What follows belongs to an exercise in optimizing a design on an open flow for small area and a short achievable clock period; a production flow would make more cautious choices.
Function was checked by simulation only, so behaviour that the tests miss may differ from the original.
Power figures rest on the tool's default switching activity, not on a simulated workload.

run A:
// core
module core(RESET, CLK, raw_instr_mi, core_mem_pc_mo, mem_lsu_data_mi,
    lsu_mem_req_mo, lsu_mem_we_mo, lsu_mem_mask_mo, lsu_mem_addr_mo,
    lsu_mem_data_mo, int_i, dcode_int_rst_o, int_csr_mcause_i, csr_int_mie_o);
Size in the first run: about 5300 cells after synthesis, roughly 63000 um^2 of cells after synthesis.
==> flow/config.mk <==
export PLATFORM = sky130hd
export DESIGN_NAME = core
export DESIGN_NICKNAME = core
export VERILOG_FILES = /design/flow/design.v
export SDC_FILE = /design/flow/constraint.sdc
export NUM_CORES = 4
export LEC_CHECK = 0
export CAP_MARGIN = 20
export CORE_MARGIN = 2
export CORE_UTILIZATION = 45
export PLACE_DENSITY = 0.65
export SETUP_SLACK_MARGIN = 4
export SLEW_MARGIN = 20
export SYNTH_HIERARCHICAL = 1
export TNS_END_PERCENT = 5
==> flow/constraint.sdc <==
create_clock -name core_clock -period 13.0 [get_ports {CLK}]
set_input_delay 2.6000 -clock core_clock [delete_from_list [all_inputs] [get_ports {CLK}]]
set_output_delay 2.6000 -clock core_clock [all_outputs]
set_load 0.01 [all_outputs]
standard.sh (not shown) runs the stock make flow with config.mk's settings and CLKGATE_MAP_FILE= SYNTH_SCRIPT=/design/flow/synth_recipe.tcl, a recipe that flattens the netlist after the stock synthesis.
==> flow/flow/run.sh <==
#!/bin/bash
# Layout flow: the standard ORFS layout (standard.sh, unchanged synthesis)
# with two placement/CTS options changed through ORFS's own variables:
#  - ports are buffered with sky130_fd_sc_hd__buf_2 instead of the default
#    delay-buffer cell that buffer_ports picks on this platform;
#  - clock tree synthesis runs without dummy loads, with clkbuf_16 buffers
#    driving clusters of up to 18 flip-flops.
# make's full output goes to flow_make.log in the work folder; ORFS writes each
# step's own log under orfs/logs/.
set -euo pipefail
export BUFFER_PORTS_ARGS="-buffer_cell sky130_fd_sc_hd__buf_2"
export CTS_ARGS="-sink_clustering_enable -repair_clock_nets -dont_use_dummy_load -buf_list sky130_fd_sc_hd__clkbuf_16 -sink_clustering_size 18 -sink_clustering_max_diameter 80"
bash standard.sh > flow_make.log 2>&1
Modified inputs, run B compared to run A
Settings: putting CTS_BUF_LIST at sky130_fd_sc_hd__clkbuf_8 where nothing was set; swapping 45 for 40 in CORE_UTILIZATION; swapping 0.65 for 0.6 in PLACE_DENSITY.
==> flow/flow/run.sh <==
#!/bin/bash
# Layout flow: the standard ORFS layout (standard.sh, unchanged synthesis)
# with two placement/CTS options changed through ORFS's own variables:
#  - ports are buffered with sky130_fd_sc_hd__buf_2 instead of the default
#    delay-buffer cell that buffer_ports picks on this platform;
#  - clock tree synthesis runs without dummy loads.
# make's full output goes to flow_make.log in the work folder; ORFS writes each
# step's own log under orfs/logs/.
set -euo pipefail
export BUFFER_PORTS_ARGS="-buffer_cell sky130_fd_sc_hd__buf_2"
export CTS_ARGS="-sink_clustering_enable -repair_clock_nets -dont_use_dummy_load -buf_list sky130_fd_sc_hd__clkbuf_8"
bash standard.sh > flow_make.log 2>&1
[summary]
Run B ended with more total wirelength of the detailed-routed design than run A.
From run A to run B, number of ports placed on the die boundary did not move at all.
Clock tree buffer count of the final layout went up by more than 100% going from run A to run B.
Worst setup slack was lower in the run labelled run A.
The lower remaining max-slew budget at the tightest pin of run B and run A is in run B.
Here is what was changed in the inputs of run C compared with run B.
==> flow/run.sh (new file) <==
#!/bin/bash
# synth_recipe.tcl (not shown) runs the flow's synth.tcl, then flattens the netlist and writes it again
# the make line also repeats each setting of config.mk as NAME=value (left out here)
make -C /OpenROAD-flow-scripts/flow DESIGN_CONFIG=/design/flow/config.mk WORK_HOME=/design/flow/orfs CLKGATE_MAP_FILE= SYNTH_SCRIPT=/design/flow/synth_recipe.tcl finish
removed: flow/flow/run.sh
removed: flow/standard.sh
Notes after the runs:
Max largest fanout on the critical path across run B and run C: run C
Diff run B -> run C: net load switching power saw an increase, peak supply drop lost 27%, sum of net half-perimeters after detailed placement grew by 6.9%, shortest clock period the worst path allows after layout went up 0.19 ns, final setup slack of the worst path lost 0.19 ns.
Cmp run B and run C / routed metal-1 wirelength / lower: run B
--- input diff run C..run D ---
Settings: PLACE_DENSITY: 0.6 -> 0.7; CORE_UTILIZATION: 40 -> 50; CTS_BUF_LIST: sky130_fd_sc_hd__clkbuf_8 -> unset.
==> flow/flow/run.sh (new file) <==
#!/bin/bash
# Layout flow: the standard ORFS layout (standard.sh, unchanged synthesis)
# with two placement/CTS options changed through ORFS's own variables:
#  - ports are buffered with sky130_fd_sc_hd__buf_2 instead of the default
#    delay-buffer cell that buffer_ports picks on this platform;
#  - clock tree synthesis runs without dummy loads, with clkbuf_16 buffers
#    driving clusters of up to 18 flip-flops.
# make's full output goes to flow_make.log in the work folder; ORFS writes each
# step's own log under orfs/logs/.
set -euo pipefail
export BUFFER_PORTS_ARGS="-buffer_cell sky130_fd_sc_hd__buf_2"
export CTS_ARGS="-sink_clustering_enable -repair_clock_nets -dont_use_dummy_load -buf_list sky130_fd_sc_hd__clkbuf_16 -sink_clustering_size 18 -sink_clustering_max_diameter 80"
bash standard.sh > flow_make.log 2>&1
==> flow/standard.sh (new file) <==
#!/bin/bash
# synth_recipe.tcl (not shown) runs the flow's synth.tcl, then flattens the netlist and writes it again
# the make line also repeats each setting of config.mk as NAME=value (left out here)
make -C /OpenROAD-flow-scripts/flow DESIGN_CONFIG=/design/flow/config.mk WORK_HOME=/design/flow/orfs CLKGATE_MAP_FILE= SYNTH_SCRIPT=/design/flow/synth_recipe.tcl "${@:-finish}"
removed: flow/run.sh
[summary]
- The end point of the critical path comes out lsu_mem_addr_mo[25] in one run and lsu_mem_addr_mo[29] in the other, namely in run C and run D respectively.
- Run C → run D: die width now smaller, post-CTS setup-driven buffer insertion count now smaller, final period utilization now smaller, cell count now smaller.
- Design area delta for run D relative to run C: 6.0% lower
- Summary of run D over run C: total power lost about 12%; peak fanout along the critical path lost 8; number of DRC markers in iteration 0 picked up an extra 1848.


Another version of the RTL of core (not shown whole).
Size in the first run: ~5300 cells after synthesis, about 230 I/O pins, roughly 63000 sq um of cells after synthesis.
export LEC_CHECK = 0
export CAP_MARGIN = 20
export CORE_MARGIN = 2
export CORE_UTILIZATION = 40
export CTS_BUF_LIST = sky130_fd_sc_hd__clkbuf_8
export PLACE_DENSITY = 0.6
export SETUP_SLACK_MARGIN = 4
export SLEW_MARGIN = 20
export SYNTH_HIERARCHICAL = 1
export TNS_END_PERCENT = 5
create_clock -name core_clock -period 13.0 [get_ports {CLK}]
==> flow/flow/run.sh <==
#!/bin/bash
# Layout flow: the standard ORFS layout (standard.sh, unchanged synthesis)
# with two placement/CTS options changed through ORFS's own variables:
#  - ports are buffered with sky130_fd_sc_hd__buf_2 instead of the default
#    delay-buffer cell that buffer_ports picks on this platform;
#  - clock tree synthesis runs without dummy loads, with clkbuf_16 buffers
#    driving clusters of up to 18 flip-flops.
# make's full output goes to flow_make.log in the work folder; ORFS writes each
# step's own log under orfs/logs/.
set -euo pipefail
export BUFFER_PORTS_ARGS="-buffer_cell sky130_fd_sc_hd__buf_2"
export CTS_ARGS="-sink_clustering_enable -repair_clock_nets -dont_use_dummy_load -buf_list sky130_fd_sc_hd__clkbuf_16 -sink_clustering_size 18 -sink_clustering_max_diameter 80"
bash standard.sh > flow_make.log 2>&1
Next try:
Settings changed: CORE_UTILIZATION 40 to 45, CTS_BUF_LIST sky130_fd_sc_hd__clkbuf_8 to not set, PLACE_DENSITY 0.6 to 0.65.
Result: The new run produced a clean layout; critical path depth drops by 1; cell area drops slightly; global-route usage climbs by 3.9 points; first-iteration DRC count drops by a few percent; non-clock buffer count drops by 26; routed wire length drops by a few percent; maximum frequency climbs slightly.
Next try:
Settings changed: CAP_MARGIN 20 to 10, CORE_UTILIZATION 45 to 40, PLACE_DENSITY 0.65 to 0.6, SLEW_MARGIN 20 to 10.
Outcome:
- maximum frequency came out lower by 0.46%
- setup slack gets worse by 0.044 ns
- clock-buffer cell count stays the same
- hold slack stays flat
- design area rose by 0.79%

## re-timing with driven ports
Ports are ideal in the flow. The routed layouts listed here were re-timed in OpenROAD.
Step 1 sets driving cells, clkbuf_16 on the clock port and buf_2 on the other inputs (assumed; they add their load-dependent delay and slew).
Step 2 adds t to the input delays and takes it off the output delays; t is the mean of the earliest and latest rising clock arrival at the registers after step 1. Input paths then give back, and output paths get back, about the clock's delay inside the block.
Slacks: ideal / step 1 / step 2; pairs: ideal / step 1.
| run | t, ns | setup slack, ns | worst setup path after step 2 | worst register clock-pin slew, ns | cell pins on the clock port's net |
|---|---|---|---|---|---|
| run A | 0.775 | 3.154 / 2.862 / 2.529 | input to register | 0.09 / 0.09 | 1 |
| run B | 1.042 | 3.300 / 2.928 / 2.543 | input to register | 0.07 / 0.07 | 1 |
| run C | 1.062 | 3.115 / 2.748 / 2.515 | input to register | 0.07 / 0.07 | 1 |
| run D | 0.773 | 3.234 / 2.963 / 2.430 | input to register | 0.08 / 0.08 | 1 |
| the first run of note 2 | 0.801 | 3.298 / 3.122 / 2.320 | input to register | 0.09 / 0.09 | 1 |
| the second run of note 2 | 0.778 | 3.377 / 3.213 / 3.129 | input to register | 0.09 / 0.09 | 1 |
| the third run of note 2 | 0.821 | 3.333 / 3.072 / 2.612 | input to register | 0.09 / 0.09 | 1 |
After both steps every run listed still meets setup and hold. The setup slack of the first run of note 2, which loses most, moves by -0.176 ns with the drivers and by -0.978 ns with both steps.
